Source: an optimization exercise on an open RTL-to-GDS flow (aim: small area and a short achievable clock period). Production flows keep margins and buffers that such runs may drop.
At most, simulation tests tie the RTL to the original design; equivalence was not proved.
The RTL of runs 6 and 7 was laid out without a check of its function.
Power and IR drop assume default switching activity.

`flow/config.mk`:
```
export PLATFORM = sky130hd
export DESIGN_NAME = main
export DESIGN_NICKNAME = main
export VERILOG_FILES = /design/flow/design.v
export SDC_FILE = /design/flow/constraint.sdc
export NUM_CORES = 4
export LEC_CHECK = 0
export CAP_MARGIN = 20
export CORE_MARGIN = 2
export CORE_UTILIZATION = 40
export SLEW_MARGIN = 20
```
`flow/constraint.sdc`:
```
create_clock -name core_clock -period 10.0 [get_ports {CLK67MHZ}]
set_input_delay 2.0000 -clock core_clock [delete_from_list [all_inputs] [get_ports {CLK67MHZ}]]
set_output_delay 2.0000 -clock core_clock [all_outputs]
set_load 0.01 [all_outputs]
```
`flow/design.v`:
```
`timescale 1ns / 1ps
module getOmega(
   input clk,
   input sck,
   input mosi,
   input ssel,
   output reg [39:0] omega,
   output reg chg,
   output wire [39:0] prev
);
    reg [2:0] SCKr;
    reg [1:0] SSELr;
    reg [1:0] MOSIr;
    always @(posedge clk) begin
        SCKr  <= {SCKr[1:0], sck};
        SSELr <= {SSELr[0], ssel};
        MOSIr <= {MOSIr[0], mosi};
    end
    wire sck_rise = ~SCKr[2] & SCKr[1];
    wire idle = SSELr[1];
    reg [40:0] sr;
    always @(posedge clk)
        if (sck_rise)
            sr <= {sr[39:0], MOSIr[1]};
    always @(posedge clk) begin
        if (idle)
            omega <= sr[39:0];
        chg <= idle & (sr[39:0] != omega);
    end
    assign prev = chg ? sr[40:1] : omega;
endmodule
module pfx_add #(parameter W = 8, parameter L = 3) (a, b, ci, s, co);    
	input [W-1:0] a, b;
	input ci;
	output [W-1:0] s;
	output co;
	wire [W-1:0] p = a ^ b;
	wire [W-1:0] g = a & b;
	wire [(L+1)*W-1:0] gg, pp;
	assign gg[W-1:0] = g;
	assign pp[W-1:0] = p;
	genvar l, i;
	generate
		for (l = 0; l < L; l = l + 1) begin : lv
			for (i = 0; i < W; i = i + 1) begin : bt
				if ((i >> l) & 1) begin : join_
					localparam integer J = ((i >> l) << l) - 1;
					assign gg[(l+1)*W+i] = gg[l*W+i] | (pp[l*W+i] & gg[l*W+J]);
					assign pp[(l+1)*W+i] = pp[l*W+i] & pp[l*W+J];
				end else begin : pass_
					assign gg[(l+1)*W+i] = gg[l*W+i];
					assign pp[(l+1)*W+i] = pp[l*W+i];
				end
			end
		end
	endgenerate
	wire [W-1:0] c = gg[L*W +: W] | (pp[L*W +: W] & {W{ci}});    
	assign s = p ^ {c[W-2:0], ci};
	assign co = c[W-1];
endmodule
module capped_adder #(parameter RV1 = 0) (f, kl, kp, km, q1, nk, a1, a2, a3, a4, reset, hi, mid, lo, pos, neg);
	input [39:0] f;
	input [15:0] kl;
	input [12:0] kp;
	input [13:0] km;
	input q1, nk, a1, a2, a3, a4;    
	input reset;
	output [9:0] hi;
	output [1:0] mid;
	output [27:0] lo;
	output pos, neg;
	wire [29:0] k;
	assign k[15:0] = ({16{q1}} & kl) | ({16{nk}} & ~kl);
	assign k[29:16] = ({14{a1}} & {1'b0, kp}) | ({14{a4}} & ~{1'b0, kp})
	                | ({14{a2}} & km) | ({14{a3}} & ~km);
	wire [29:0] t;
	wire c30;
	pfx_add #(.W(30), .L(5)) add(.a(f[29:0]), .b(k), .ci(nk), .s(t), .co(c30));
	assign lo = t[27:0];
	wire [9:0] fh = f[39:30];
	wire up_ok = ~k[29] & (fh == 10'h1ff);
	wire dn_ok = k[29] & (fh == 10'h200);
	wire [9:0] fh_inc = fh + 10'd1;
	wire [9:0] fh_dec = fh - 10'd1;
	wire [9:0] rv = RV1 ? 10'h1ff : 10'h000;
	wire [9:0] h1 = reset ? rv : up_ok ? 10'h1ff : k[29] ? fh : fh_inc;
	wire [9:0] h0 = reset ? rv : dn_ok ? 10'h200 : k[29] ? fh_dec : fh;
	assign hi = ({10{c30}} & h1) | ({10{~c30}} & h0);
	assign mid = (t[29:28] | {2{pos}}) & ~{2{neg}};
	generate
		if (RV1) begin : rv1
			assign pos = (c30 & up_ok) | reset;
			assign neg = ~c30 & dn_ok & ~reset;
		end else begin : rv0
			assign pos = (c30 & up_ok) | reset;
			assign neg = (~c30 & dn_ok) | reset;
		end
	endgenerate
endmodule
module sd2(clk, reset, en, sd_in, bs_out, bs_out_nx);
input clk, reset;
input en;
input [11:0] sd_in;
output bs_out;
output bs_out_nx;                
reg [13:0] sd_reg1;
reg [13:0] sd_reg2;
wire ns = ~sd_reg1[13];
assign bs_out = ns;
wire [11:0] v = {~sd_in[11], sd_in[10:0]};
wire [12:0] w = {~sd_in[11], sd_in[11:0]};
wire [13:0] s2;
wire c2_unused;
pfx_add #(.W(14), .L(4)) add2(.a(sd_reg2), .b({1'b0, ns, v}), .ci(ns), .s(s2), .co(c2_unused));
wire [13:0] nx2 = {s2[13] ^ ns, s2[12:0]};
wire [13:0] hs = sd_reg1 ^ sd_reg2 ^ {1'b0, w};
wire [12:0] hc = (sd_reg1[12:0] & sd_reg2[12:0]) | (sd_reg1[12:0] & w) | (sd_reg2[12:0] & w);
wire [13:0] s1;
wire c1_unused;
pfx_add #(.W(14), .L(4)) add1(.a(hs), .b({hc, ns}), .ci(ns), .s(s1), .co(c1_unused));
wire [13:0] nx1 = {s1[13] ^ ns, s1[12:0]};
wire [13:0] reg1_nx = reset ? 14'd0 : en ? nx1 : sd_reg1;
assign bs_out_nx = ~reg1_nx[13];
always @(posedge clk) begin
	sd_reg1 <= reg1_nx;
	sd_reg2 <= reset ? 14'd0 : en ? nx2 : sd_reg2;
end
endmodule
module sd_two_piece #(parameter [39:0] RESETVAL = 40'd0) (clk, reset, en, kl, kp, km, sel, sd_out, sd_out_nx);
input clk, reset;
input en;
input [15:0] kl;
input [12:0] kp;
input [13:0] km;
input [5:0] sel;              
output sd_out;
output sd_out_nx;             
	reg [9:0] hi;
	reg [1:0] mid;
	reg [27:0] lo;
	reg pos, neg;
	wire [9:0] hi_nx;
	wire [1:0] mid_nx;
	wire [27:0] lo_nx;
	wire pos_nx, neg_nx;
	wire [39:0] feedback = {hi, mid, (lo | {28{pos}}) & ~{28{neg}}};
	capped_adder #(.RV1(RESETVAL != 40'd0)) add(feedback, kl, kp, km,
		sel[5], sel[4], sel[3], sel[2], sel[1], sel[0], reset, hi_nx, mid_nx, lo_nx, pos_nx, neg_nx);
	always @(posedge clk) begin
		hi <= hi_nx;
		mid <= mid_nx;
		lo <= lo_nx;
		pos <= pos_nx;
		neg <= neg_nx;
	end
	sd2 sd_one(
	.clk(clk),
	.reset(reset),
	.en(en),
	.sd_in(feedback[39:28]),
	.bs_out(sd_out),
	.bs_out_nx(sd_out_nx));
endmodule
module sigma_delta_twopiece(clk, reset, en, en_nx, kl, kp, km, sd_out);
input clk, reset;
input en, en_nx;
input [15:0] kl;
input [12:0] kp;
input [13:0] km;
output [1:0] sd_out;
	wire [1:0] nx;    
	function [5:0] selects(input e, input sk, input so);
		selects = {e & sk, e & ~sk, e & sk & so, e & sk & ~so, e & ~sk & so, e & ~sk & ~so};
	endfunction
	reg [5:0] sel0, sel1;
	always @(posedge clk) begin
		sel0 <= selects(en_nx, nx[1], nx[0]);
		sel1 <= selects(en_nx, ~nx[0], nx[1]);
	end
	sd_two_piece #(.RESETVAL(40'h7fffffffff))
	piece_0 (
		.clk(clk),
		.reset(reset),
		.en(en),
		.kl(kl), .kp(kp), .km(km),
		.sel(sel0),
		.sd_out(sd_out[0]),
		.sd_out_nx(nx[0]));
	sd_two_piece #(.RESETVAL(40'h0000000000))
	piece_1 (
		.clk(clk),
		.reset(reset),
		.en(en),
		.kl(kl), .kp(kp), .km(km),
		.sel(sel1),
		.sd_out(sd_out[1]),
		.sd_out_nx(nx[1]));
endmodule
`timescale 1ns / 1ps
module clkDivider(
    input inClk,
    input reset,
    input wire [3:0] od_nx,    
    output reg outEn,
    output wire outEn_nx       
    );
    reg [10:0] cnt;
    wire [11:0] c;
    assign c[0] = 1'b1;
    genvar j;
    generate
        for (j = 0; j < 11; j = j + 1) begin : inc
            assign c[j+1] = c[j] & cnt[j];
        end
    endgenerate
    wire [10:0] cnt_inc = cnt ^ c[10:0];
    wire [10:0] cnt_nx = reset ? 11'd0 : cnt_inc;
    wire big = (od_nx <= 4'd1) | (od_nx >= 4'd13);
    wire [11:0] t;
    generate
        for (j = 0; j < 11; j = j + 1) begin : th
            assign t[j] = big | (od_nx <= 11 - j);
        end
    endgenerate
    assign t[11] = 1'b0;
    wire [10:0] r = {t[11:2], t[0] & ~t[1]};
    wire [10:0] ok = ~t[10:0] | ~(cnt ^ r);
    assign outEn_nx = reset ? ~t[1] : &ok;
    always @(posedge inClk) begin
        cnt <= cnt_nx;
        outEn <= outEn_nx;
    end
endmodule
`timescale 1ns / 1ps
module main(
    input CLK67MHZ,
    input sckPort,
    input mosiPort,
    input sselPort,
    input resetPort,
    output upPort,
    output downPort
    );
    wire clk = CLK67MHZ;
    wire reset = resetPort;
    wire [39:0] data;
    wire        chg;
    wire [39:0] prev;
    getOmega omega(clk, sckPort, mosiPort, sselPort, data, chg, prev);
    wire [15:0] kl;
    wire [12:0] kp;
    wire [13:0] km;
    wire [3:0]  od, od_nx;
    bitShifter bs(clk, chg, prev, kl, kp, km, od, od_nx);
    wire en, en_nx;
    clkDivider getClk(clk, reset, od_nx, en, en_nx);
    wire [1:0] sdOut;
    sigma_delta_twopiece sigma_delta_twopiece(clk, reset, en, en_nx, kl, kp, km, sdOut);
    reg d1, up_r, dn_r;
    always @(posedge clk) begin
        d1   <= sdOut[0];
        up_r <= ~(d1 & sdOut[0]);
        dn_r <= ~(d1 | sdOut[0]);
    end
    assign upPort = up_r;
    assign downPort = dn_r;
endmodule
module bitShifter(clk, chg, prev, kl, kp, km, outdivider, outdivider_nx);
input clk;
input chg;                   
input [39:0] prev;           
output reg [15:0] kl;
output reg [12:0] kp;
output reg [13:0] km;
output reg [3:0] outdivider;
output [3:0] outdivider_nx;
reg [39:0] internal_reg;
reg [3:0] countshift;
reg enable, inreg;
wire finished = |internal_reg[39:28];
assign outdivider_nx = finished ? outdivider : countshift;
always @(posedge clk) begin
    if (chg) begin
        enable <= 1'b1;
        inreg <= 1'b1;
        countshift <= 4'd0;
    end else if (enable) begin
        inreg <= 1'b0;
        if (!inreg && finished)
            countshift <= countshift + 4'd1;
    end
    if (inreg)
        internal_reg <= prev;
    else if (finished)
        internal_reg <= internal_reg >> 1;
    if (!finished) begin
        kl <= internal_reg[15:0];
        kp <= {1'b0, internal_reg[27:16]} + 13'd1;
        km <= {2'b00, internal_reg[27:16]} - 14'd1;
        outdivider <= countshift;
    end
end
endmodule
```
`flow/flow/run.sh`:
```
#!/bin/bash
set -euo pipefail
bash standard.sh SETUP_SLACK_MARGIN=7 finish > flow_standard.log 2>&1
```
`flow/standard.sh`:
```
#!/bin/bash
# synth_recipe.tcl (not shown) runs the flow's synth.tcl, then flattens the netlist and writes it again
# the make line also repeats each setting of config.mk as NAME=value (left out here)
make -C /OpenROAD-flow-scripts/flow DESIGN_CONFIG=/design/flow/config.mk WORK_HOME=/design/flow/orfs CLKGATE_MAP_FILE= SYNTH_SCRIPT=/design/flow/synth_recipe.tcl "${@:-finish}"
```
==> flow_summary.yaml, run 1 <==
routing:
  route.vias.total: 13820
  vias_per_cell: 5.273
  drtIter0Drc: 684
  wl_mm: 42.70
  drc_errors: 0
  wl_per_cell_um: 16.30
  dr.pass1.iters: 5
  postRouteAntennaNets: 0
worst_setup_path:
  cpPeakStageDelay_ps: 470
  crit_required_ps: 10490
  cp.arrival_ps: 4100
  crit_buf_inv: 1
  rr_endpoint: "sigma_delta_twopiece.piece_1.hi[8]"
  cp-end-kind: "flop"
  critPathSlowestCell: "or4_1"
  crit_type: "reg -> reg"
  path_cells: "mux2_4 > ha_4 > and3_4 > a221o_1 > a211o_1 > a2111o_1 > nand3_2 > o21ai_4 > buf_6 > nor4_4 > nor2_4 > or4_1 > a31oi_1"
  r2r_slack_ps: 6390
  crit_family: "compound AO/OA/AOI/OAI gates"
  cp-start-kind: "flop"
  reg2reg_from: "bs.kl[6]"
  crit_end: "sigma_delta_twopiece.piece_1.hi[8]"
  r2r_cells: 13
  critPathLaunch: "bs.kl[6]"
  critPathMaxFanout: 4
  cp_num_cells: 13
cts:
  clk-insertion-delay-late_ps: 570
  clockBufferDepth: 3
  holdBufCountCts: 0
  clk_pin_slew_ps: 60
  cts_root_buf: "clkbuf_16"
  cts_buffers: 40
  htree_num_levels: 2
  tritoncts: "done"
  cts.sinks: 346
global_route:
  grt_use_total_pct: 17.09
  grt_pass1_vias: 13690
  grt_max_degree: 82
  grt_pass1_wl_mm: 70.35
  grt_overflow: 0
  antenna_found_initial: 0
timing:
  maxSlewHeadroom_pct: 32.23
  setup-violations-final: 0
  tightestPinTransition_ps: 1017
  holdWs_ps: 317.2
  tns_ps: 0
  fin_crit_sh_pct: 36.14
  fmax_ghz: 0.2767
  slew_violations: 0
  skew_ps: 16.75
  hold_viol_final: 0
  rsz0062_at_grt: "yes"
  finalWorstPathRequiredPeriod_ps: 3614
finish:
  area_growth_pct: 20.97
  final_nets: 2136
  stdcell_area_sq_mm: 0.02332
  largest_reg_flops: 41
  final_core_util_pct: 48.95
  antennaDiodeCount: 0
  layout-drive-gt1-share_pct: 19.40
placement:
  port_buffers: 6
  placed_area_sq_mm: 0.02013
  place_congestion: 0.7711
  hpwl_mm: 26.96
job:
  maxCapViolCount: 0
power:
  leakagePower_nw: 9.769
  fin_total_pwr_mw: 4.823
  irDropWorstVdd_v: 0.0001276
  powerDensity_mw_per_mm2: 206.8
status:
  status: "complete, no violations"
logic_synthesis:
  avgSynthCellArea_sq_um: 10.12
  async_flop_share_pct: 0
  netlist_area_sq_mm: 0.01928
  yosys_warnings: 8
  ys_seq_area_share_pct: 44.34
  synth_edf_count: 162
  synth_top_flop_cell: "dfxtp_1"
  synth_nets: 2068
  ys_types: 73
  synth-seq-cells: 346
  syn_inst: 1905
floorplan:
  ios: 7
  die_w_um: 223.5
  fp.coreArea_sq_mm: 0.04765
  row_count: 80
  die_h_um: 223.5
  die-area_sq_mm: 0.04997
  start_util_pct: 40.46
min_path:
  hold_class: "reg -> reg"
==> through the flow <==
| step | worst slack [ps] | instances |
|---|---|---|
| 3_5_place_dp | 5114 | 2458 |
| 2_1_floorplan | 6323 | 1905 |
| 3_3_place_gp | 5207 | 2458 |
| 6_report | 6386 | 2620 |
| 4_1_cts | 6236 | 2592 |
| 5_1_grt | 6228 | 2620 |
==> synthesized netlist by cell type, types with 4 or more instances <==
| library cell | count | area, sq um |
|---|---|---|
| nor2_1 | 294 | 1104 |
| dfxtp_1 | 184 | 3684 |
| edfxtp_1 | 162 | 4865 |
| mux2i_1 | 130 | 1301 |
| ha_1 | 128 | 1602 |
| a21oi_1 | 119 | 595.6 |
| nand2_1 | 102 | 382.9 |
| xor2_1 | 87 | 762.0 |
| xnor2_1 | 74 | 648.1 |
| clkbuf_1 | 57 | 214.0 |
| inv_1 | 49 | 183.9 |
| o21ai_0 | 43 | 215.2 |
| nand3_1 | 42 | 210.2 |
| nor3_1 | 35 | 175.2 |
| mux2_2 | 33 | 371.6 |
| nor2b_1 | 32 | 200.2 |
| fa_1 | 30 | 600.6 |
| a21o_1 | 28 | 210.2 |
| and3_1 | 25 | 156.4 |
| or3_1 | 25 | 156.4 |
| nor4_1 | 21 | 131.4 |
| nand2b_1 | 16 | 100.1 |
| nand4_1 | 16 | 100.1 |
| a211oi_1 | 12 | 90.09 |
| o211ai_1 | 12 | 90.09 |
| a31oi_1 | 11 | 68.82 |
| buf_2 | 10 | 50.05 |
| a211o_1 | 9 | 78.83 |
| and2_1 | 9 | 56.30 |
| buf_1 | 9 | 33.78 |
| o21a_1 | 9 | 67.56 |
| or4_1 | 8 | 60.06 |
| o21bai_1 | 7 | 52.55 |
| o22ai_1 | 6 | 37.54 |
| o31ai_1 | 6 | 45.04 |
| a311oi_1 | 4 | 35.03 |
| nor3b_1 | 4 | 30.03 |
| or2_2 | 4 | 25.02 |
==> area by class of cell <==
class	instances	area (sq um)
clock buffer	52	1076
clock inverter	22	315.3
fill	4271	24320
inverter	52	206.4
multi-input combinational	1429	11220
sequential	346	8606
tap	615	769.5
timing repair buffer	103	1127
timing repair inverter	1	5.005
==> worst min-delay path by stage <==
stage                    from             end  slack (ps)  depth (start not counted)
2_1_floorplan  omega.MOSIr[0]  omega.MOSIr[1]         310                          0
3_3_place_gp    omega.SCKr[0]   omega.SCKr[1]         310                          0
3_5_place_dp   omega.SSELr[0]  omega.SSELr[1]         310                          0
4_1_cts        omega.SSELr[0]  omega.SSELr[1]         320                          0
5_1_grt        omega.SSELr[0]  omega.SSELr[1]         330                          0
6_report       omega.SSELr[0]  omega.SSELr[1]         320                          0
==> worst reg2reg max path, delay by kind of cell, from the launching register on <==
family,cells,cell delay (ps)
AO/OA/AOI/OAI,5,1330
adder cells (fa/ha/maj),1,240
buffers and inverters,1,150
flip-flops,1,450
multiplexers,1,350
AND/OR/NAND/NOR,5,1040
==> cells in the final DEF, fill, tap and decap left out, types with 27 or more instances in the layout <==
cell,count
ha_1,115
fa_1,30
nor2_1,280
xor2_1,87
a21oi_2,27
a21oi_1,88
nand2_1,94
edfxtp_1,162
mux2i_1,130
xnor2_1,73
clkbuf_16,40
nand3_1,37
inv_1,42
buf_4,60
a21o_1,28
dfxtp_1,158
==> power breakdown <==
group / leakage, nW / total [mW] / switching, mW / internal (mW)
Clock: 0.673 / 1.54 / 0.617 / 0.927
Combinational: 6.02 / 1.51 / 0.766 / 0.744
Sequential: 3.07 / 1.77 / 0.138 / 1.63
==> cells by family after synthesis <==
family,after synthesis,synth area share [%]
compound gates,304,10.12
xor+xnor,161,7.314
fa+ha+maj,158,11.42
buf+inv,131,2.693
flops,346,44.34
mux,163,8.677
simple gates,642,15.43
==> routing by layer <==
| metal | track usage [%] | part of all wire, % |
|---|---|---|
| met1 | 23.49 | 48 |
| met2 | 27.79 | 46 |
| met3 | 2.781 | 3.4 |
| met4 | 5.032 | 2.1 |
| met5 | 0 | 0 |
==> timing repair <==
action,4_1_cts,5_1_grt
setup buffers,51,27
pin swaps,76,39
cloned,9,1
setup endpoints to repair,118,119
gates resized for setup,180,65
==> run 2, diff against run 1 <==
==> flow/flow/run.sh (replaced) <==
#!/bin/bash
set -euo pipefail
bash standard.sh SETUP_SLACK_MARGIN=6.6 finish > flow_standard.log 2>&1
==> run 2 against run 1 <==
  * Global-route usage shrank 0.39 points
  * Critical path depth is the same
  * Flip-flop and latch count is the same
  * Combinational power shrank 9.9%
  * Critical endpoint unchanged
  * Clock skew grew 15 ps
  * Via count shrank 0.99%
==> flow_summary.yaml, run 2 <==
status:
  status: "complete, no violations"
finish:
  layout-drive-gt1-share_pct: 16.04
  final_nets: 2115
  final_core_util_pct: 47.46
  stdcell_area_sq_mm: 0.02261
  layout_common_cells: "nor2_1, edfxtp_1, dfxtp_1, mux2i_1, ha_1"
  fillCellCount: 4365
  antennaDiodeCount: 0
  area_growth_pct: 17.30
  layout_commonest_cell: "nor2_1"
  largest_reg_flops: 41
  final-instance-count-excl-fill: 2597
timing:
  setup-violations-final: 0
  rsz0062_at_grt: "yes"
  maxSlewHeadroom_pct: 32.14
  holdWs_ps: 327.7
  fin_ws_ps: 6399
  finalWorstPathRequiredPeriod_ps: 3601
  slew_violations: 0
  skew_ps: 31.31
  fmax_ghz: 0.2777
  tns_ps: 0
  tightestPinTransition_ps: 1018
  hold_viol_final: 0
  fin_crit_sh_pct: 36.01
logic_synthesis:
  yosys_warnings: 8
  async_flop_share_pct: 0
  synth-seq-cells: 346
  synth_top_flop_cell: "dfxtp_1"
  avgSynthCellArea_sq_um: 10.12
  synth_nets: 2068
  synth_top_area_cell: "edfxtp_1"
  yosys.area.top_type_share_pct: 25.23
  yosys-top-cells-count: "nor2_1, dfxtp_1, edfxtp_1"
  ys_seq_area_share_pct: 44.34
  synth_area_leaders: "edfxtp_1, dfxtp_1, ha_1, mux2i_1, nor2_1"
  netlist_area_sq_mm: 0.01928
  synth_edf_count: 162
  yosys.cell_count.top_type: "nor2_1"
  syn_inst: 1905
  ys_types: 73
cts:
  clockBufferDepth: 3
  htree_num_levels: 2
  clk-insertion-delay-late_ps: 570
  cts_buffers: 39
  holdBufCountCts: 0
  clk_pin_slew_ps: 60
  cts_root_buf: "clkbuf_16"
  tritoncts: "done"
  cts.sinks: 346
worst_setup_path:
  critPathSlowestCell: "a2111o_1"
  cp.arrival_ps: 4070
  cp-end-kind: "flop"
  path_cells: "mux2_2 > ha_4 > a21o_1 > a221o_1 > a211o_1 > a2111o_1 > nand3_2 > o21ai_4 > buf_6 > nor4_4 > nor2_4 > or4_1 > a31oi_1"
  cpPeakStageDelay_ps: 450
  critPathMaxFanout: 5
  r2r_cells: 13
  crit_required_ps: 10470
  crit_type: "reg -> reg"
  cp-start-kind: "flop"
global_route:
  antenna_found_initial: 0
  grt_overflow: 0
  grt_pass1_wl_mm: 69.08
  grt_use_total_pct: 16.70
  grt_max_degree: 81
  grt_pass1_vias: 13670
floorplan:
  fp.coreArea_sq_mm: 0.04765
  die-area_sq_mm: 0.04997
  start_util_pct: 40.46
  die_h_um: 223.5
  die_w_um: 223.5
  ios: 7
  row_count: 80
placement:
  placed_area_sq_mm: 0.01994
  dp_cells: 2459
  port_buffers: 6
  hpwl_mm: 27.27
  pre_cts_slack_ps: 5566
  place_congestion: 0.7945
min_path:
  hold_depth: 0
  hold_class: "reg -> reg"
routing:
  drtIter0Drc: 777
  dr.pass1.iters: 4
  drc_errors: 0
  wl_mm: 41.36
  vias_per_cell: 5.267
  wl_per_cell_um: 15.92
  route.vias.total: 13680
  postRouteAntennaNets: 0
power:
  powerDensity_mw_per_mm2: 203.7
  irDropWorstVdd_v: 0.0001574
  fin_total_pwr_mw: 4.608
  leakagePower_nw: 9.519
job:
  maxCapViolCount: 0
## run 2: cell count changes in the layout (fill, tap and decap cells not counted), moves of 5 or more
cell      before  now
a21oi_2       27    8
a21oi_1       88  109
dfxtp_2       16   22
clkinv_1       2    8
nand2_1       94   99
buf_6         21   11
## run 2: power by group
group	total [mW]	internal [mW]	switching [mW]
logic	1.36	0.655	0.710
registers	1.77	1.63	0.135
clock network	1.48	0.884	0.592
## run 2: worst max-delay path, delay by kind of cell (launching register included)
kind / cells / cell delay [ps]
flip-flops: 1 / 360
adder cells (fa/ha/maj): 1 / 240
AND/OR/NAND/NOR: 4 / 810
multiplexers: 1 / 370
buffers and inverters: 1 / 140
AO/OA/AOI/OAI: 6 / 1580
## run 2: worst paths after layout
kind,startpoint,endpoint,slack [ps]
min reg2reg,omega.MOSIr[0],omega.MOSIr[1],330
max,bs.kl[5],sigma_delta_twopiece.piece_1.hi[8],6400
max reg2reg,bs.kl[5],sigma_delta_twopiece.piece_1.hi[8],6400
min,omega.MOSIr[0],omega.MOSIr[1],330
## run 2: cell type report
type	count	area, sq um	share of cell area, %
multi-input combinational	1429	10920	48.30
tap	615	769.5	3.403
clock buffer	47	1016	4.493
inverter	52	205.2	0.9074
clock inverter	24	287.8	1.273
sequential	346	8598	38.02
timing repair buffer	84	814.5	3.602
## run 2: cells by family (layout without fill, tap and decap cells)
kind of cell               Yosys count  count (layout)  synth area share [%]
and+or+nand+nor                    642             642                 15.43
DFF                                346             346                 44.34
AOI/OAI and AO/OA                  304             305                 10.12
muxes                              163             163                 8.677
xor gates and xnor gates           161             161                 7.314
adders and majority gates          158             158                 11.42
buffers and inverters              131             207                 2.693
## run 2: layer usage
| metal | track usage [%] | up-vias | routed length (um) |
|---|---|---|---|
| li1 | - | 6905 | - |
| met1 | 22.53 | 6549 | 19820 |
| met2 | 27.66 | 163 | 19230 |
| met3 | 2.925 | 62 | 1410 |
| met4 | 4.602 | 0 | 899 |
| met5 | 0 | - | 0 |
## run 2: repair_timing
item                                    4_1_cts  5_1_grt
pin swaps                                    51       41
setup buffers                                42       20
endpoints found under the setup margin       52       55
hold endpoints to repair                      0        0
gates cloned                                  5        0
resized for setup                           117       83
==> run 3, diff against run 2 <==
--- a/flow/config.mk
+++ b/flow/config.mk
@@ -7,2 +7,3 @@
 export LEC_CHECK = 0
+export ABC_AREA = 1
 export CAP_MARGIN = 20
==> run 3 against run 2 <==
  * Design area is 3.7% lower
  * Register-to-register slack improved by 500 ps
  * Critical endpoint is now downPort
  * First-iteration DRC count decreased by 8.2%
  * Power shrank 6.7%
  * Maximum frequency is 13% higher
==> flow_summary.yaml, run 3 <==
status:
  status: "complete, no violations"
logic_synthesis:
  synth_area_leaders: "edfxtp_1, dfxtp_1, ha_1, nor2_1, nand2_1"
  async_flop_share_pct: 0
  yosys-top-cells-count: "nor2_1, nand2_1, inv_1"
  synth_top_family_by_area: "simple AND/OR/NAND/NOR gates"
  synth_top_flop_cell: "dfxtp_1"
  yosys.area.top_type_share_pct: 24.84
  synthXorXnorAreaFrac_pct: 7.424
  yosys.cell_count.top_type: "nor2_1"
  ys_seq_area_share_pct: 43.65
  synth_edf_count: 162
  syn_inst: 2290
  avgSynthCellArea_sq_um: 8.551
  yosys_warnings: 8
  netlist_area_sq_mm: 0.01958
  synth-compound-area-share_pct: 12.48
  synth.area.mux_share_pct: 0
  synth_nets: 2453
  synthSimpleGateAreaFrac_pct: 19.39
  synthAdderAreaFrac_pct: 11.25
  ys_types: 47
  synth_top_area_cell: "edfxtp_1"
  synth-seq-cells: 346
timing:
  tns_ps: 0
  rsz0062_at_grt: "no"
  slew_violations: 0
  tightestPinTransition_ps: 1013
  fin_crit_sh_pct: 31.78
  setup-violations-final: 0
  maxSlewHeadroom_pct: 32.40
  finalWorstPathRequiredPeriod_ps: 3178
  fmax_ghz: 0.3147
  skew_ps: 22.60
  fin_ws_ps: 6822
  hold_viol_final: 0
floorplan:
  die_h_um: 225.3
  fp.coreArea_sq_mm: 0.04865
  ios: 7
  row_count: 81
  start_util_pct: 40.25
  die-area_sq_mm: 0.05074
  die_w_um: 225.3
worst_setup_path:
  cp-start-kind: "flop"
  crit_buf_inv: 1
  crit_family: "flip-flops"
  critPathSlowestCell: "dfxtp_1"
  critPathMaxFanout: 1
  crit_type: "reg -> out"
  cp-end-kind: "primary output"
  cp.arrival_ps: 1180
  cpPeakStageDelay_ps: 320
  crit_required_ps: 8000
  path_cells: "dlygate4sd2_1"
finish:
  layout_commonest_cell: "nor2_1"
  final_nets: 2453
  layout_common_cells: "nor2_1, nand2_1, inv_1, o21ai_0, dfxtp_1"
  antennaDiodeCount: 0
  layout-drive-gt1-share_pct: 6.891
  area_growth_pct: 11.21
  fillCellCount: 4718
  multi_input_area_sq_mm: 0.009996
  largest_reg_flops: 41
  seq_area_sq_mm: 0.008556
routing:
  vias_per_cell: 5.030
  drc_errors: 0
  wl_mm: 41.09
  wl_per_cell_um: 13.96
  drtIter0Drc: 713
  route.vias.total: 14810
  dr.pass1.iters: 7
  postRouteAntennaNets: 0
cts:
  clk-insertion-delay-late_ps: 580
  clockBufferDepth: 3
  holdBufCountCts: 0
  clk_pin_slew_ps: 60
  tritoncts: "done"
  cts_buffers: 40
  cts.sinks: 346
  cts_root_buf: "clkbuf_16"
  htree_num_levels: 2
power:
  p_comb_share_pct: 24.9
  powerDensity_mw_per_mm2: 197.4
  irDropWorstVdd_v: 0.0001539
  p_sw_share_pct: 32.39
  leakagePower_nw: 9.587
  p_switching_mw: 1.392
  p_seq_share_pct: 40.7
  clkPwrFrac_pct: 34.4
  power.internal_mw: 2.906
global_route:
  grt_pass1_wl_mm: 68.70
  antenna_found_initial: 0
  grt_max_degree: 82
  grt_pass1_vias: 14160
  grt_overflow: 0
  grt_use_total_pct: 16.43
job:
  maxCapViolCount: 0
placement:
  hpwl_mm: 29.06
  place_congestion: 0.8489
  port_buffers: 6
  pre_cts_slack_ps: 5724
min_path:
  hold_class: "reg -> reg"
==> run 3: changes by cell type after synthesis, sizes merged, moves of 24 or more <==
cell | previous run | this run
nand3 | 42 | 87
and3 | 25 | 1
o21ai | 46 | 205
mux2 | 33 | 0
or3 | 25 | 0
xnor2 | 74 | 36
inv | 51 | 228
nand2 | 102 | 342
mux2i | 130 | 0
nor2 | 294 | 362
nor2b | 32 | 0
xor2 | 87 | 130
==> run 3: area by class of cell <==
cell class	instances	share of cell area, %
well taps	622	3.574
inverters	232	4.114
clock buffers	50	4.907
multi-input cells	1643	45.90
repair buffers	27	0.9825
flip-flops and latches	346	39.29
clock inverters	24	1.235
==> run 3: path summary, 6_finish.rpt <==
check | from | endpoint | slack (ps) | depth (start not counted)
worst min-delay path | omega.MOSIr[0] | omega.MOSIr[1] | 330 | 0
worst max-delay path | dn_r | downPort | 6820 | 1
worst min register to register | omega.MOSIr[0] | omega.MOSIr[1] | 330 | 0
worst max register to register | sigma_delta_twopiece.sel1[0] | sigma_delta_twopiece.piece_1.hi[4] | 6900 | 14
==> run 3: metal layers <==
layer  GRT usage (%)  routed length (um)  vias up  part of all wire (%)
li1                -                   -     7702                     -
met1           21.94               19710     6877                    48
met2           27.63               19200      166                    47
met3           2.660                1318       62                   3.2
met4           4.422                 857        0                   2.1
met5               0                   0        -                     0
==> run 3: cells by family after synthesis <==
kind of cell,Yosys count
flops,346
fa+ha+maj,158
simple gates,883
xor+xnor,166
compound gates,436
buf+inv,301
==> run 3: what timing repair did <==
action | CTS | global route
setup endpoints to repair | 40 | 38
pin swaps | 0 | 2
buffers inserted | 0 | 9
gates resized for setup | 11 | 25
cloned | 0 | 0
==> run 3: stage by stage <==
step | cell area [sq um] | hold slack (ps) | std cells | util (%) | power (mW)
6_report | 21780 | 325.5 | 2944 | 44.77 | 4.298
5_1_grt | 21780 | 339.4 | 2944 | 44.77 | 4.584
4_1_cts | 21620 | 333.0 | 2935 | 44.44 | 4.340
3_5_place_dp | 20250 | 314.2 | 2861 | 41.63 | 2.833
3_3_place_gp | 20250 | 314.2 | 2861 | 41.63 | 2.800
2_1_floorplan | 19580 | 309.6 | 2290 | - | 2.610
==> run 3: power by group through the flow <==
stage	combinational, mW	sequential (mW)	clock, mW
4_1_cts	1.07	1.75	1.52
6_report	1.07	1.75	1.48
2_1_floorplan	0.871	1.74	0
3_3_place_gp	1.03	1.77	0
3_5_place_dp	1.05	1.78	0
5_1_grt	1.24	1.77	1.58
==> run 3: worst register-to-register path, delay by kind of cell, from the launching register on <==
kind                     cells  cell delay [ps]
flip-flops                   1              460
AO/OA/AOI/OAI                2              440
adder cells (fa/ha/maj)      1              350
buffers and inverters        2              280
AND/OR/NAND/NOR              9             1430
==> run 4, diff against run 3 <==
--- a/flow/config.mk
+++ b/flow/config.mk
@@ -7,6 +7,6 @@
 export LEC_CHECK = 0
-export ABC_AREA = 1
 export CAP_MARGIN = 20
 export CORE_MARGIN = 2
-export CORE_UTILIZATION = 40
+export CORE_UTILIZATION = 55
+export PLACE_DENSITY = 0.7
 export SLEW_MARGIN = 20
==> run 4 against run 3 <==
  * Final cell count down 18%
  * Utilization grew 19 points
  * Flip-flop and latch count unchanged
  * Register-to-register slack lost 470 ps
  * Die area shrank 28%
  * Design area grew 1.8%
  * Sequential power about the same
  * Routed wire length up 1.2%
  * Setup slack worse by 390 ps
  * Power up 2.5%
  * Clock skew is 1.3 ps higher
  * Clock power shrank 13%
==> flow_summary.yaml, run 4 <==
logic_synthesis:
  synth_top_flop_cell: "dfxtp_1"
  yosys-top-cells-count: "nor2_1, dfxtp_1, edfxtp_1"
  ys_seq_area_share_pct: 44.34
  synth_edf_count: 162
  synth-seq-cells: 346
  syn_inst: 1905
  yosys_warnings: 8
  netlist_area_sq_mm: 0.01928
  yosys.area.top_type_share_pct: 25.23
  yosys.cell_count.top_type: "nor2_1"
  avgSynthCellArea_sq_um: 10.12
  synth_nets: 2068
  synth_area_leaders: "edfxtp_1, dfxtp_1, ha_1, mux2i_1, nor2_1"
  ys_types: 73
  synth_top_area_cell: "edfxtp_1"
  async_flop_share_pct: 0
finish:
  final_nets: 2112
  layout-drive-gt1-share_pct: 14.40
  layout_commonest_cell: "nor2_1"
  seq_area_sq_mm: 0.008588
  multi_input_area_sq_mm: 0.01092
  area_growth_pct: 15.04
  antennaDiodeCount: 0
  layout_common_cells: "nor2_1, dfxtp_1, edfxtp_1, mux2i_1, ha_1"
  largest_reg_flops: 41
  fillCellCount: 2753
timing:
  fin_crit_sh_pct: 35.68
  fin_ws_ps: 6432
  tightestPinTransition_ps: 1047
  tns_ps: 0
  maxSlewHeadroom_pct: 30.22
  fmax_ghz: 0.2802
  finalWorstPathRequiredPeriod_ps: 3568
  rsz0062_at_grt: "yes"
  setup-violations-final: 0
  hold_viol_final: 0
  slew_violations: 0
  skew_ps: 23.94
floorplan:
  die_w_um: 191.2
  die-area_sq_mm: 0.03657
  ios: 7
  die_h_um: 191.2
  fp.coreArea_sq_mm: 0.03454
  start_util_pct: 55.81
  row_count: 68
worst_setup_path:
  r2r_cells: 15
  rr_endpoint: "sigma_delta_twopiece.piece_1.hi[2]"
  crit_required_ps: 10430
  r2r_slack_ps: 6430
  critPathMaxFanout: 5
  reg2reg_from: "bs.kl[5]"
  cp-start-kind: "flop"
  cp-end-kind: "flop"
  crit_type: "reg -> reg"
  cp.arrival_ps: 4000
cts:
  clk_pin_slew_ps: 60
  cts_root_buf: "clkbuf_16"
  cts_buffers: 38
  holdBufCountCts: 0
  clk-insertion-delay-late_ps: 540
  htree_num_levels: 2
  cts.sinks: 346
  clockBufferDepth: 3
  tritoncts: "done"
min_path:
  hold_start: "omega.MOSIr[0]"
  hold_depth: 0
  hold_class: "reg -> reg"
  hold-path-endpoint: "omega.MOSIr[1]"
global_route:
  antenna_found_initial: 0
  grt_use_total_pct: 22.75
  grt_pass1_wl_mm: 67.98
  grt_max_degree: 82
  grt_overflow: 0
  grt_pass1_vias: 13680
routing:
  wl_mm: 41.57
  postRouteAntennaNets: 0
  route.vias.total: 13870
  wl_per_cell_um: 17.13
  vias_per_cell: 5.716
  drtIter0Drc: 926
  drc_errors: 0
  dr.pass1.iters: 7
placement:
  pre_cts_slack_ps: 5574
  hpwl_mm: 26.74
  port_buffers: 6
  place_congestion: 0.8247
power:
  irDropWorstVdd_v: 0.0001472
  power.internal_mw: 3.010
  p_switching_mw: 1.397
  clkPwrFrac_pct: 29.2
  p_comb_share_pct: 30.8
  leakagePower_nw: 9.369
  powerDensity_mw_per_mm2: 198.7
  p_sw_share_pct: 31.70
  p_seq_share_pct: 40.0
status:
  status: "complete, no violations"
job:
  maxCapViolCount: 0
run 4: cell types whose count changed after synthesis, sizes merged, moves of 16 or more:
cell / before / now
inv: 228 / 51
o21ai: 205 / 46
mux2: 0 / 33
or3: 0 / 25
a21o: 5 / 28
and3: 1 / 25
mux2i: 0 / 130
xor2: 130 / 87
xnor2: 36 / 74
nand3: 87 / 42
nand2b: 0 / 16
nor2b: 0 / 32
nor2: 362 / 294
nand2: 342 / 102
run 4: how the worst max path moves through the flow:
stage / startpoint / cells past startpoint / endpoint
6_report: bs.kl[5] / 15 / sigma_delta_twopiece.piece_1.hi[2]
4_1_cts: bs.kl[5] / 13 / sigma_delta_twopiece.piece_1.hi[4]
3_3_place_gp: resetPort / 9 / sigma_delta_twopiece.sel0[1]
2_1_floorplan: resetPort / 9 / sigma_delta_twopiece.sel0[1]
3_5_place_dp: resetPort / 9 / sigma_delta_twopiece.sel0[1]
5_1_grt: bs.kl[5] / 13 / sigma_delta_twopiece.piece_1.hi[4]
run 4: area by class of cell:
| type | count | share of cell area [%] |
|---|---|---|
| inverter | 52 | 0.9083 |
| multi-input combinational | 1430 | 49.24 |
| timing repair buffer | 81 | 3.543 |
| clock inverter | 11 | 0.4457 |
| tap | 455 | 2.567 |
| clock buffer | 52 | 4.570 |
| sequential | 346 | 38.73 |
run 4: per-layer routing:
| layer | routed length, um | vias to the layer above | share of wire (%) | global-route usage (%) |
|---|---|---|---|---|
| met2 | 19630 | 239 | 47 | 37.88 |
| met4 | 650 | 0 | 1.6 | 5.325 |
| li1 | - | 6882 | - | - |
| met5 | 0 | - | 0 | 0 |
| met3 | 1635 | 60 | 3.9 | 3.249 |
| met1 | 19650 | 6691 | 47 | 31.43 |
run 4: logic make-up (layout without fill, tap and decap cells):
| kind of cell | count (synthesis) | count (layout) | share of synthesized area (%) |
|---|---|---|---|
| and+or+nand+nor | 642 | 642 | 15.43 |
| adders and majority gates | 158 | 158 | 11.42 |
| muxes | 163 | 163 | 8.677 |
| xor gates and xnor gates | 161 | 161 | 7.314 |
| AOI/OAI and AO/OA | 304 | 306 | 10.12 |
| DFF | 346 | 346 | 44.34 |
| buffers and inverters | 131 | 196 | 2.693 |
run 4: worst max-delay path, cell delays in order (launching register included):
cell      delay (ps)
edfxtp_1         430
mux2_4           340
ha_4             240
and3_4           180
a221o_1          340
a211o_1          300
a2111o_1         430
nand3_2          100
o21ai_4          100
buf_4            160
buf_6            110
o41ai_4          280
buf_6            170
o21ai_0           90
o21ai_0          120
nor2_1            50
run 4: per-stage QoR:
stage	utilization (%)	hold slack (ps)	cell area, sq um	total power, mW	cells
2_1_floorplan	-	309.6	19360	2.734	1905
3_3_place_gp	57.10	313.0	19720	2.917	2297
3_5_place_dp	57.10	312.1	19720	2.952	2297
4_1_cts	63.12	325.4	21800	4.369	2409
5_1_grt	64.20	329.6	22180	4.663	2427
6_report	64.20	325.2	22180	4.407	2427
run 4: power by group through the flow:
stage          clock [mW]  combinational (mW)  sequential [mW]
2_1_floorplan           0               0.994             1.74
3_3_place_gp            0                1.13             1.79
3_5_place_dp            0                1.16             1.79
4_1_cts              1.32                1.29             1.76
5_1_grt              1.36                1.52             1.79
6_report             1.29                1.36             1.76
run 4: timing repair:
item                                    4_1_cts  5_1_grt
endpoints found under the setup margin       53       54
setup buffers                                45       17
cloned                                        4        1
resized for setup                           113       56
pin swaps                                    47       41
==> run 5, diff against run 4 <==
==> flow/flow/run.sh (replaced) <==
#!/bin/bash
set -euo pipefail
bash standard.sh SETUP_SLACK_MARGIN=7.2 finish > flow_standard.log 2>&1
--- a/flow/config.mk
+++ b/flow/config.mk
@@ -7,6 +7,6 @@
 export LEC_CHECK = 0
+export ABC_AREA = 1
 export CAP_MARGIN = 20
 export CORE_MARGIN = 2
-export CORE_UTILIZATION = 55
-export PLACE_DENSITY = 0.7
+export CORE_UTILIZATION = 40
 export SLEW_MARGIN = 20
==> run 5 against run 4 <==
  * Still clean on timing, DRC and antenna
  * First-iteration DRC count is 1.4% higher
  * Via count grew 12%
  * Routed wire length is 4.5% higher
  * Setup slack gained 560 ps
  * Sequential power about the same
  * Worst hold slack better by 0.93 ps
  * Flip-flop and latch count unchanged
  * Synthesized area increased by 1.6%
  * Power increased by 3.8%
  * Highest routed layer unchanged
==> flow_summary.yaml, run 5 <==
floorplan:
  start_util_pct: 40.25
  ios: 7
  fp.coreArea_sq_mm: 0.04865
  die_h_um: 225.3
  die-area_sq_mm: 0.05074
  die_w_um: 225.3
  row_count: 81
routing:
  wl_mm: 43.42
  drc_errors: 0
  wl_per_cell_um: 14.44
  drtIter0Drc: 939
  dr.pass1.iters: 5
  vias_per_cell: 5.153
  postRouteAntennaNets: 0
  route.vias.total: 15500
timing:
  slew_violations: 0
  finalWorstPathRequiredPeriod_ps: 3004
  tightestPinTransition_ps: 1002
  rsz0062_at_grt: "yes"
  fin_crit_sh_pct: 30.04
  holdWs_ps: 326.1
  setup-violations-final: 0
  tns_ps: 0
  hold_viol_final: 0
  maxSlewHeadroom_pct: 33.23
  fmax_ghz: 0.3328
  skew_ps: 23.88
cts:
  cts_buffers: 39
  htree_num_levels: 2
  cts_root_buf: "clkbuf_16"
  clk_pin_slew_ps: 60
  clockBufferDepth: 3
  cts.sinks: 346
  clk-insertion-delay-late_ps: 580
  holdBufCountCts: 0
  tritoncts: "done"
power:
  fin_total_pwr_mw: 4.576
  irDropWorstVdd_v: 0.0001383
  leakagePower_nw: 10.05
  powerDensity_mw_per_mm2: 197.9
finish:
  area_growth_pct: 18.06
  largest_reg_flops: 41
  layout_commonest_cell: "nor2_1"
  final_core_util_pct: 47.52
  layout_common_cells: "nor2_1, nand2_1, inv_1, o21ai_0, edfxtp_1"
  antennaDiodeCount: 0
  final-instance-count-excl-fill: 3008
  layout-drive-gt1-share_pct: 15.30
  final_nets: 2518
logic_synthesis:
  synth_top_flop_cell: "dfxtp_1"
  synthXorXnorAreaFrac_pct: 7.424
  yosys_warnings: 8
  async_flop_share_pct: 0
  synth-compound-area-share_pct: 12.48
  synth-seq-cells: 346
  synth_edf_count: 162
  yosys-top-cells-count: "nor2_1, nand2_1, inv_1"
  avgSynthCellArea_sq_um: 8.551
  ys_seq_area_share_pct: 43.65
  synthAdderAreaFrac_pct: 11.25
  synth_nets: 2453
  ys_types: 47
  yosys.cell_count.top_type: "nor2_1"
  synth_top_family_by_area: "simple AND/OR/NAND/NOR gates"
  netlist_area_sq_mm: 0.01958
  synth_top_area_cell: "edfxtp_1"
  synth_area_leaders: "edfxtp_1, dfxtp_1, ha_1, nor2_1, nand2_1"
  synthSimpleGateAreaFrac_pct: 19.39
  yosys.area.top_type_share_pct: 24.84
  synth.area.mux_share_pct: 0
  syn_inst: 2290
global_route:
  grt_use_total_pct: 16.50
  antenna_found_initial: 0
  grt_overflow: 0
  grt_pass1_vias: 14460
  grt_pass1_wl_mm: 69.19
  grt_max_degree: 83
worst_setup_path:
  cp-end-kind: "primary output"
  critPathSlowestCell: "dfxtp_2"
  crit_buf_inv: 1
  cp.arrival_ps: 1000
  cp-start-kind: "flop"
  crit_family: "flip-flops"
  cpPeakStageDelay_ps: 310
  crit_required_ps: 8000
  critPathMaxFanout: 1
  crit_type: "reg -> out"
  path_cells: "buf_6"
placement:
  place_congestion: 0.8417
  dp_cells: 2861
  port_buffers: 6
  hpwl_mm: 28.69
min_path:
  hold_class: "reg -> reg"
job:
  maxCapViolCount: 0
status:
  status: "complete, no violations"
-- run 5: layer usage --
layer  up-vias  share of wire, %  global-route usage, %
li1       7841                 -                      -
met1      7275                46                  21.60
met2       309                48                  27.87
met3        76               4.1                  2.125
met4         0               2.5                  6.174
met5         -                 0                      0
-- run 5: cells by family (layout without fill, tap and decap cells) --
| group | Yosys count | after routing |
|---|---|---|
| simple gates | 883 | 885 |
| xor+xnor | 166 | 166 |
| compound gates | 436 | 436 |
| buf+inv | 301 | 395 |
| fa+ha+maj | 158 | 158 |
| flops | 346 | 346 |
-- run 5: worst paths after layout --
check                                    start                                 end  slack, ps  cells after the start
hold reg to reg                 omega.SSELr[0]                      omega.SSELr[1]        330                      0
hold / removal                  omega.SSELr[0]                      omega.SSELr[1]        330                      0
setup reg to reg  sigma_delta_twopiece.sel1[0]  sigma_delta_twopiece.piece_1.hi[8]       7210                     16
setup / recovery                          up_r                              upPort       7000                      1
-- run 5: timing repair --
action	in CTS	in global routing
resized for setup	103	148
pin swaps	12	53
cloned	1	3
setup buffers	25	46
endpoints found under the setup margin	92	60
-- run 5: where the power goes --
group / switching [mW] / internal (mW) / total, mW
sequential: 0.118 / 1.64 / 1.76
clock: 0.613 / 0.889 / 1.50
combinational: 0.767 / 0.552 / 1.32
-- run 5: cell type report --
type / instances / area [sq um]
clock buffer: 47 / 1006
sequential: 346 / 8631
timing repair inverter: 2 / 18.77
inverter: 232 / 930.9
fill: 4546 / 25530
multi-input combinational: 1645 / 10670
clock inverter: 25 / 350.3
timing repair buffer: 89 / 730.7
tap: 622 / 778.2
-- run 5: metrics by stage --
stage,worst slack [ps],cell area [sq um]
floorplan,7204,19610
global placement,6303,20260
detailed placement,6256,20260
CTS,6964,22130
global route,6963,23120
finish,6996,23120
==> run 6, diff against run 5 <==
--- a/flow/design.v
+++ b/flow/design.v
@@ -31,3 +31,3 @@
 endmodule
-module pfx_add #(parameter W = 8, parameter L = 3) (a, b, ci, s, co);    
+module pfx_add #(parameter W = 8, parameter L = 3, parameter CI_LATE = 1) (a, b, ci, s, co);    
 	input [W-1:0] a, b;
@@ -39,3 +39,3 @@
 	wire [(L+1)*W-1:0] gg, pp;
-	assign gg[W-1:0] = g;
+	assign gg[W-1:0] = CI_LATE ? g : {g[W-1:1], g[0] | (p[0] & ci)};
 	assign pp[W-1:0] = p;
@@ -56,3 +56,3 @@
 	endgenerate
-	wire [W-1:0] c = gg[L*W +: W] | (pp[L*W +: W] & {W{ci}});    
+	wire [W-1:0] c = CI_LATE ? gg[L*W +: W] | (pp[L*W +: W] & {W{ci}}) : gg[L*W +: W];    
 	assign s = p ^ {c[W-2:0], ci};
@@ -99,3 +99,3 @@
 endmodule
-module sd2(clk, reset, en, sd_in, bs_out, bs_out_nx);
+module sd2(clk, reset, en, sd_in, bs_out, bs_out_nr);
 input clk, reset;
@@ -104,3 +104,3 @@
 output bs_out;
-output bs_out_nx;                
+output bs_out_nr;                
 reg [13:0] sd_reg1;
@@ -113,3 +113,3 @@
 wire c2_unused;
-pfx_add #(.W(14), .L(4)) add2(.a(sd_reg2), .b({1'b0, ns, v}), .ci(ns), .s(s2), .co(c2_unused));
+pfx_add #(.W(14), .L(4), .CI_LATE(0)) add2(.a(sd_reg2), .b({1'b0, ns, v}), .ci(ns), .s(s2), .co(c2_unused));
 wire [13:0] nx2 = {s2[13] ^ ns, s2[12:0]};
@@ -119,6 +119,6 @@
 wire c1_unused;
-pfx_add #(.W(14), .L(4)) add1(.a(hs), .b({hc, ns}), .ci(ns), .s(s1), .co(c1_unused));
+pfx_add #(.W(14), .L(4), .CI_LATE(0)) add1(.a(hs), .b({hc, ns}), .ci(ns), .s(s1), .co(c1_unused));
 wire [13:0] nx1 = {s1[13] ^ ns, s1[12:0]};
 wire [13:0] reg1_nx = reset ? 14'd0 : en ? nx1 : sd_reg1;
-assign bs_out_nx = ~reg1_nx[13];
+assign bs_out_nr = ~(en ? nx1[13] : sd_reg1[13]);
 always @(posedge clk) begin
@@ -128,3 +128,3 @@
 endmodule
-module sd_two_piece #(parameter [39:0] RESETVAL = 40'd0) (clk, reset, en, kl, kp, km, sel, sd_out, sd_out_nx);
+module sd_two_piece #(parameter [39:0] RESETVAL = 40'd0) (clk, reset, en, kl, kp, km, sel, sd_out, sd_out_nr);
 input clk, reset;
@@ -136,3 +136,3 @@
 output sd_out;
-output sd_out_nx;             
+output sd_out_nr;             
 	reg [9:0] hi;
@@ -161,7 +161,8 @@
 	.bs_out(sd_out),
-	.bs_out_nx(sd_out_nx));
+	.bs_out_nr(sd_out_nr));
 endmodule
-module sigma_delta_twopiece(clk, reset, en, en_nx, kl, kp, km, sd_out);
+module sigma_delta_twopiece(clk, reset, en, en_nr, en_rst, kl, kp, km, sd_out);
 input clk, reset;
-input en, en_nx;
+input en;
+input en_nr, en_rst;    
 input [15:0] kl;
@@ -170,3 +171,3 @@
 output [1:0] sd_out;
-	wire [1:0] nx;    
+	wire [1:0] nr;    
 	function [5:0] selects(input e, input sk, input so);
@@ -176,4 +177,4 @@
 	always @(posedge clk) begin
-		sel0 <= selects(en_nx, nx[1], nx[0]);
-		sel1 <= selects(en_nx, ~nx[0], nx[1]);
+		sel0 <= reset ? selects(en_rst, 1'b1, 1'b1) : selects(en_nr, nr[1], nr[0]);
+		sel1 <= reset ? selects(en_rst, 1'b0, 1'b1) : selects(en_nr, ~nr[0], nr[1]);
 	end
@@ -187,3 +188,3 @@
 		.sd_out(sd_out[0]),
-		.sd_out_nx(nx[0]));
+		.sd_out_nr(nr[0]));
 	sd_two_piece #(.RESETVAL(40'h0000000000))
@@ -196,3 +197,3 @@
 		.sd_out(sd_out[1]),
-		.sd_out_nx(nx[1]));
+		.sd_out_nr(nr[1]));
 endmodule
@@ -204,3 +205,5 @@
     output reg outEn,
-    output wire outEn_nx       
+    output wire outEn_nx,      
+    output wire outEn_nr,      
+    output wire outEn_rst      
     );
@@ -227,3 +230,5 @@
     wire [10:0] ok = ~t[10:0] | ~(cnt ^ r);
-    assign outEn_nx = reset ? ~t[1] : &ok;
+    assign outEn_nr = &ok;
+    assign outEn_rst = ~t[1];
+    assign outEn_nx = reset ? outEn_rst : outEn_nr;
     always @(posedge inClk) begin
@@ -254,6 +259,6 @@
     bitShifter bs(clk, chg, prev, kl, kp, km, od, od_nx);
-    wire en, en_nx;
-    clkDivider getClk(clk, reset, od_nx, en, en_nx);
+    wire en, en_nx, en_nr, en_rst;
+    clkDivider getClk(clk, reset, od_nx, en, en_nx, en_nr, en_rst);
     wire [1:0] sdOut;
-    sigma_delta_twopiece sigma_delta_twopiece(clk, reset, en, en_nx, kl, kp, km, sdOut);
+    sigma_delta_twopiece sigma_delta_twopiece(clk, reset, en, en_nr, en_rst, kl, kp, km, sdOut);
     reg d1, up_r, dn_r;
==> run 6 against run 5 <==
  * Still clean on timing, DRC and antenna
  * First-iteration DRC count down 15%
  * Final cell count down 2.6%
  * Die area down 0.78%
  * Clock power about the same
  * Critical path depth unchanged
  * Clock skew up 18 ps
  * Critical endpoint unchanged
  * Highest routed layer unchanged
==> flow_summary.yaml, run 6 <==
worst_setup_path:
  path_cells: "buf_6"
  cp.arrival_ps: 1010
  r2r_cells: 16
  cp-start-kind: "flop"
  cpPeakStageDelay_ps: 320
  cp-end-kind: "primary output"
  critPathSlowestCell: "dfxtp_2"
  reg2reg_from: "sigma_delta_twopiece.piece_1.sd_one.sd_reg1[1]"
  crit_type: "reg -> out"
  crit_buf_inv: 1
  crit_family: "flip-flops"
  critPathMaxFanout: 1
  rr_endpoint: "sigma_delta_twopiece.sel0[3]"
  r2r_slack_ps: 7130
  crit_required_ps: 8000
timing:
  holdWs_ps: 325.4
  skew_ps: 41.98
  tightestPinTransition_ps: 1007
  hold_viol_final: 0
  maxSlewHeadroom_pct: 32.86
  setup-violations-final: 0
  fin_crit_sh_pct: 30.06
  finalWorstPathRequiredPeriod_ps: 3006
  tns_ps: 0
  fin_ws_ps: 6994
  fmax_ghz: 0.3327
  rsz0062_at_grt: "yes"
  slew_violations: 0
routing:
  dr.pass1.iters: 7
  route.vias.total: 14850
  wl_mm: 41.89
  wl_per_cell_um: 14.30
  vias_per_cell: 5.070
  drc_errors: 0
  drtIter0Drc: 795
  postRouteAntennaNets: 0
floorplan:
  row_count: 80
  die_h_um: 224.4
  die-area_sq_mm: 0.05034
  ios: 7
  die_w_um: 224.4
  fp.coreArea_sq_mm: 0.04785
  start_util_pct: 40.60
logic_synthesis:
  async_flop_share_pct: 0
  avgSynthCellArea_sq_um: 8.758
  yosys-top-cells-count: "nor2_1, nand2_1, inv_1"
  yosys_warnings: 8
  synth-seq-cells: 346
  ys_seq_area_share_pct: 44.00
  synth_nets: 2389
  synth_area_leaders: "edfxtp_1, dfxtp_1, ha_1, nor2_1, o21ai_0"
  synth_top_area_cell: "edfxtp_1"
  synth_edf_count: 162
  synth_top_flop_cell: "dfxtp_1"
  yosys.area.top_type_share_pct: 25.04
  syn_inst: 2218
  ys_types: 56
  yosys.cell_count.top_type: "nor2_1"
  netlist_area_sq_mm: 0.01943
power:
  clkPwrFrac_pct: 37.0
  p_sw_share_pct: 29.86
  p_switching_mw: 1.208
  powerDensity_mw_per_mm2: 177.3
  leakagePower_nw: 9.812
  irDropWorstVdd_v: 0.0001120
  p_comb_share_pct: 21.5
  power.internal_mw: 2.837
  p_seq_share_pct: 41.5
finish:
  antennaDiodeCount: 0
  final-instance-count-excl-fill: 2930
  layout-drive-gt1-share_pct: 15.59
  layout_commonest_cell: "nor2_1"
  layout_common_cells: "nor2_1, nand2_1, inv_1, o21ai_0, edfxtp_1"
  final_nets: 2454
  area_growth_pct: 17.41
  largest_reg_flops: 41
global_route:
  grt_overflow: 0
  grt_use_total_pct: 16.54
  antenna_found_initial: 0
  grt_max_degree: 55
  grt_pass1_vias: 14310
  grt_pass1_wl_mm: 69.14
cts:
  clk_pin_slew_ps: 50
  cts_buffers: 41
  clockBufferDepth: 3
  htree_num_levels: 2
  clk-insertion-delay-late_ps: 590
  tritoncts: "done"
  cts_root_buf: "clkbuf_16"
  cts.sinks: 346
placement:
  dp_cells: 2782
  port_buffers: 6
  hpwl_mm: 27.79
  place_congestion: 0.8550
  pre_cts_slack_ps: 5927
min_path:
  hold_class: "reg -> reg"
  hold_depth: 0
  hold_start: "omega.SCKr[0]"
  hold-path-endpoint: "omega.SCKr[1]"
job:
  maxCapViolCount: 0
status:
  status: "complete, no violations"
-- run 6: worst max-delay path by stage --
stage                                                              start  slack (ps)  cells after the start                                   to
final                                                               up_r        6990                      1                               upPort
after global routing      sigma_delta_twopiece.piece_1.sd_one.sd_reg1[1]        6960                     16         sigma_delta_twopiece.sel0[3]
after CTS                                                           up_r        6950                      1                               upPort
after detailed placement                                       resetPort        5930                      7  sigma_delta_twopiece.piece_1.mid[0]
after global placement                                         resetPort        5910                      7  sigma_delta_twopiece.piece_1.mid[0]
after floorplan                                                resetPort        7210                      4   sigma_delta_twopiece.piece_1.hi[3]
-- run 6: power groups by stage --
stage	combinational (mW)	clock (mW)	sequential, mW
after global routing	0.977	1.60	1.69
after floorplan	0.593	0	1.67
after CTS	0.763	1.54	1.68
after detailed placement	0.712	0	1.71
after global placement	0.694	0	1.70
final	0.869	1.50	1.68
-- run 6: area by class of cell --
type | count | area (sq um)
fill | 4468 | 25040
timing repair buffer | 89 | 740.7
sequential | 346 | 8591
timing repair inverter | 1 | 7.507
inverter | 248 | 958.4
clock inverter | 14 | 167.7
multi-input combinational | 1556 | 10360
tap | 615 | 769.5
clock buffer | 61 | 1215
-- run 6: layer usage --
metal  track usage [%]  part of all wire [%]  vias up
li1                  -                     -     7595
met1             22.27                    48     6920
met2             27.27                    46      264
met3             2.247                   3.9       75
met4             5.960                   2.7        0
met5                 0                     0        -
-- run 6: stage by stage --
step	utilization [%]	area, sq um	power (mW)
after global routing	47.67	22810	4.272
after floorplan	-	19460	2.262
final	47.67	22810	4.045
after global placement	42.01	20100	2.398
after detailed placement	42.01	20100	2.418
after CTS	45.93	21980	3.984
-- run 6: logic make-up after synthesis --
| kind of cell | count (synthesis) | share of synthesized area, % |
|---|---|---|
| AND/OR/NAND/NOR | 783 | 17.15 |
| AO/OA/AOI/OAI | 451 | 13.16 |
| flip-flops | 346 | 44.00 |
| adder cells (fa/ha/maj) | 166 | 12.47 |
| buffers and inverters | 318 | 6.273 |
| XOR/XNOR | 154 | 6.943 |
-- run 6: what timing repair did --
| item | in CTS | in global routing |
|---|---|---|
| hold buffers | 0 | 0 |
| pin swaps | 21 | 66 |
| endpoints found under the setup margin | 105 | 134 |
| endpoints found under the hold margin | 0 | 0 |
| setup buffers | 30 | 40 |
| cloned | 3 | 0 |
| gates resized for setup | 111 | 153 |
==> run 7, diff against run 6 <==
--- a/flow/config.mk
+++ b/flow/config.mk
@@ -11,2 +11,4 @@
 export CORE_UTILIZATION = 40
+export CTS_CLUSTER_DIAMETER = 150
+export CTS_CLUSTER_SIZE = 30
 export SLEW_MARGIN = 20
==> run 7 against run 6 <==
  * Worst hold slack improved by 5.5 ps
  * Power decreased by 19%
  * Synthesized cell count unchanged
  * Routed wire length decreased by 1.9%
  * Design area decreased by 4.1%
  * Final cell count decreased by 1.6%
  * Highest routed layer unchanged
  * Synthesized area unchanged
  * Non-clock buffer count increased by 7
  * Sequential share of layout area increased by 1.7 points
  * Flip-flop and latch count unchanged
  * Largest cell class unchanged
  * Maximum frequency increased by 0.90%
==> flow_summary.yaml, run 7 <==
logic_synthesis:
  avgSynthCellArea_sq_um: 8.758
  synth_area_leaders: "edfxtp_1, dfxtp_1, ha_1, nor2_1, o21ai_0"
  yosys.cell_count.top_type: "nor2_1"
  netlist_area_sq_mm: 0.01943
  async_flop_share_pct: 0
  yosys.area.top_type_share_pct: 25.04
  synth_edf_count: 162
  synth-seq-cells: 346
  synth_top_flop_cell: "dfxtp_1"
  ys_types: 56
  synth_top_area_cell: "edfxtp_1"
  yosys_warnings: 8
  ys_seq_area_share_pct: 44.00
  syn_inst: 2218
  synth_nets: 2389
  yosys-top-cells-count: "nor2_1, nand2_1, inv_1"
finish:
  layout_commonest_cell: "nor2_1"
  stdcell_area_sq_mm: 0.02188
  final_nets: 2434
  largest_reg_flops: 41
  layout-drive-gt1-share_pct: 14.10
  final_core_util_pct: 45.72
  antennaDiodeCount: 0
  layout_common_cells: "nor2_1, nand2_1, inv_1, o21ai_0, edfxtp_1"
  fillCellCount: 4534
  final-instance-count-excl-fill: 2884
  area_growth_pct: 12.62
floorplan:
  start_util_pct: 40.60
  fp.coreArea_sq_mm: 0.04785
  ios: 7
  die_h_um: 224.4
  die_w_um: 224.4
  die-area_sq_mm: 0.05034
  row_count: 80
routing:
  route.vias.total: 14640
  vias_per_cell: 5.076
  dr.pass1.iters: 5
  drtIter0Drc: 927
  wl_per_cell_um: 14.26
  wl_met1_mm: 19.79
  wl_met2_mm: 19.13
  wl_mm: 41.11
  top_layer: "met4"
  drc_errors: 0
  postRouteAntennaNets: 0
  met3WireLength_mm: 1.301
placement:
  port_buffers: 6
  dp_cells: 2782
  placed_area_sq_mm: 0.02010
  place_congestion: 0.8550
  hpwl_mm: 27.79
  pre_cts_slack_ps: 5927
timing:
  skew_ps: 21.66
  finalWorstPathRequiredPeriod_ps: 2979
  setup-violations-final: 0
  slew_violations: 0
  rsz0062_at_grt: "yes"
  hold_viol_final: 0
  tightestPinTransition_ps: 1160
  fin_ws_ps: 7021
  maxSlewHeadroom_pct: 21.93
  tns_ps: 0
  fin_crit_sh_pct: 29.79
  holdWs_ps: 330.9
  fmax_ghz: 0.3357
global_route:
  grt_use_total_pct: 15.96
  grt_pass1_wl_mm: 67.46
  grt_overflow: 0
  antenna_found_initial: 0
  grt_max_degree: 54
  grt_pass1_vias: 13980
worst_setup_path:
  critPathMaxFanout: 1
  critPathSlowestCell: "dfxtp_2"
  crit_buf_inv: 1
  cp.arrival_ps: 980
  cp-end-kind: "primary output"
  crit_type: "reg -> out"
  crit_required_ps: 8000
  path_cells: "buf_6"
  cp-start-kind: "flop"
  cpPeakStageDelay_ps: 340
  crit_family: "flip-flops"
power:
  irDropWorstVdd_v: 0.0001362
  power.internal_mw: 2.241
  fin_total_pwr_mw: 3.267
  clkPwrFrac_pct: 22.6
  p_comb_share_pct: 26.1
  leakagePower_nw: 9.398
  p_switching_mw: 1.027
  p_seq_share_pct: 51.2
  p_sw_share_pct: 31.42
  powerDensity_mw_per_mm2: 149.3
cts:
  clk_pin_slew_ps: 120
  clk-insertion-delay-late_ps: 540
  holdBufCountCts: 0
  cts.sinks: 346
  cts_root_buf: "clkbuf_16"
  clockBufferDepth: 3
  tritoncts: "done"
  cts_buffers: 15
  htree_num_levels: 1
status:
  status: "complete, no violations"
job:
  maxCapViolCount: 0
min_path:
  hold_class: "reg -> reg"
-- run 7: worst reg2reg max path: cells and delay by family, from the launching register on --
kind / cells / cell delay, ps
adders and majority gates: 2 / 840
AOI/OAI and AO/OA: 3 / 400
buffers and inverters: 4 / 290
DFF: 1 / 360
and+or+nand+nor: 8 / 810
-- run 7: kinds of logic after synthesis --
kind of cell	Yosys count	synth area share, %
buffers and inverters	318	6.273
AOI/OAI and AO/OA	451	13.16
and+or+nand+nor	783	17.15
xor gates and xnor gates	154	6.943
adders and majority gates	166	12.47
DFF	346	44.00
-- run 7: path summary, 6_finish.rpt --
kind / startpoint / end / slack [ps] / cells after the start
setup / recovery: up_r / upPort / 7020 / 1
hold / removal: omega.SSELr[0] / omega.SSELr[1] / 330 / 0
setup reg to reg: sigma_delta_twopiece.piece_1.sd_one.sd_reg1[1] / sigma_delta_twopiece.sel0[3] / 7250 / 17
hold reg to reg: omega.SSELr[0] / omega.SSELr[1] / 330 / 0
-- run 7: routing by layer --
metal	vias up	track usage [%]
met5	-	0
met1	6849	21.81
li1	7509	-
met4	0	4.144
met3	58	1.698
met2	222	27.03
-- run 7: power groups by stage --
stage	combinational, mW	clock, mW	sequential [mW]
global placement	0.694	0	1.70
finish	0.854	0.740	1.67
global route	0.962	0.813	1.69
floorplan	0.593	0	1.67
CTS	0.764	0.771	1.68
detailed placement	0.712	0	1.71
-- run 7: what timing repair did --
| action | 4_1_cts | 5_1_grt |
|---|---|---|
| setup buffers | 33 | 44 |
| gates cloned | 1 | 1 |
| setup endpoints to repair | 104 | 126 |
| pin swaps | 18 | 69 |
| resized for setup | 105 | 155 |
-- run 7: layout make-up --
type | instances | area (sq um) | share of cell area (%)
multi-input combinational | 1555 | 10290 | 47.03
sequential | 346 | 8606 | 39.34
inverter | 248 | 965.9 | 4.415
timing repair buffer | 96 | 817.0 | 3.735
tap | 615 | 769.5 | 3.517
clock buffer | 21 | 397.9 | 1.819
clock inverter | 2 | 25.02 | 0.1144
timing repair inverter | 1 | 7.507 | 0.03432

separate check: timing with driven ports:
The flow's constraints put no driver on any port. The routed layouts listed below were extracted and timed again, unchanged, in two steps. Step 1 sets driving cells, clkbuf_16 on the clock port and buf_2 on the other inputs (assumed; they add their load-dependent delay and slew). Step 2 moves the port delays by t, midway between the first and last clock arrival at a register: inputs arrive t later, outputs are due t later. That takes back most of the time a late clock gives input paths. a / b / c = ideal / step 1 / step 2; a / b = the first two.
run | shift t [ns] | setup slack, ns | hold WS [ns] | worst setup path at the end | slew at the worst register clock pin (ns)
run 1 | 0.617 | 6.386 / 6.386 / 5.903 | 0.317 / 0.317 / 0.317 | input to register | 0.06 / 0.06
run 2 | 0.605 | 6.399 / 6.399 / 5.902 | 0.328 / 0.328 / 0.328 | input to register | 0.06 / 0.06
run 3 | 0.626 | 6.822 / 6.767 / 6.263 | 0.326 / 0.326 / 0.326 | input to register | 0.06 / 0.06
run 4 | 0.579 | 6.432 / 6.432 / 5.975 | 0.325 / 0.325 / 0.325 | input to register | 0.06 / 0.06
run 5 | 0.627 | 6.996 / 6.937 / 6.705 | 0.326 / 0.326 / 0.326 | input to register | 0.06 / 0.06
run 6 | 0.622 | 6.994 / 6.939 / 6.829 | 0.325 / 0.325 / 0.325 | input to register | 0.06 / 0.06
run 7 | 0.585 | 7.021 / 6.965 / 6.791 | 0.331 / 0.331 / 0.331 | input to register | 0.13 / 0.13
After both steps every run listed still meets setup and hold. The setup slack of run 3, which loses most, moves by -0.055 ns with the drivers and by -0.559 ns with both steps.
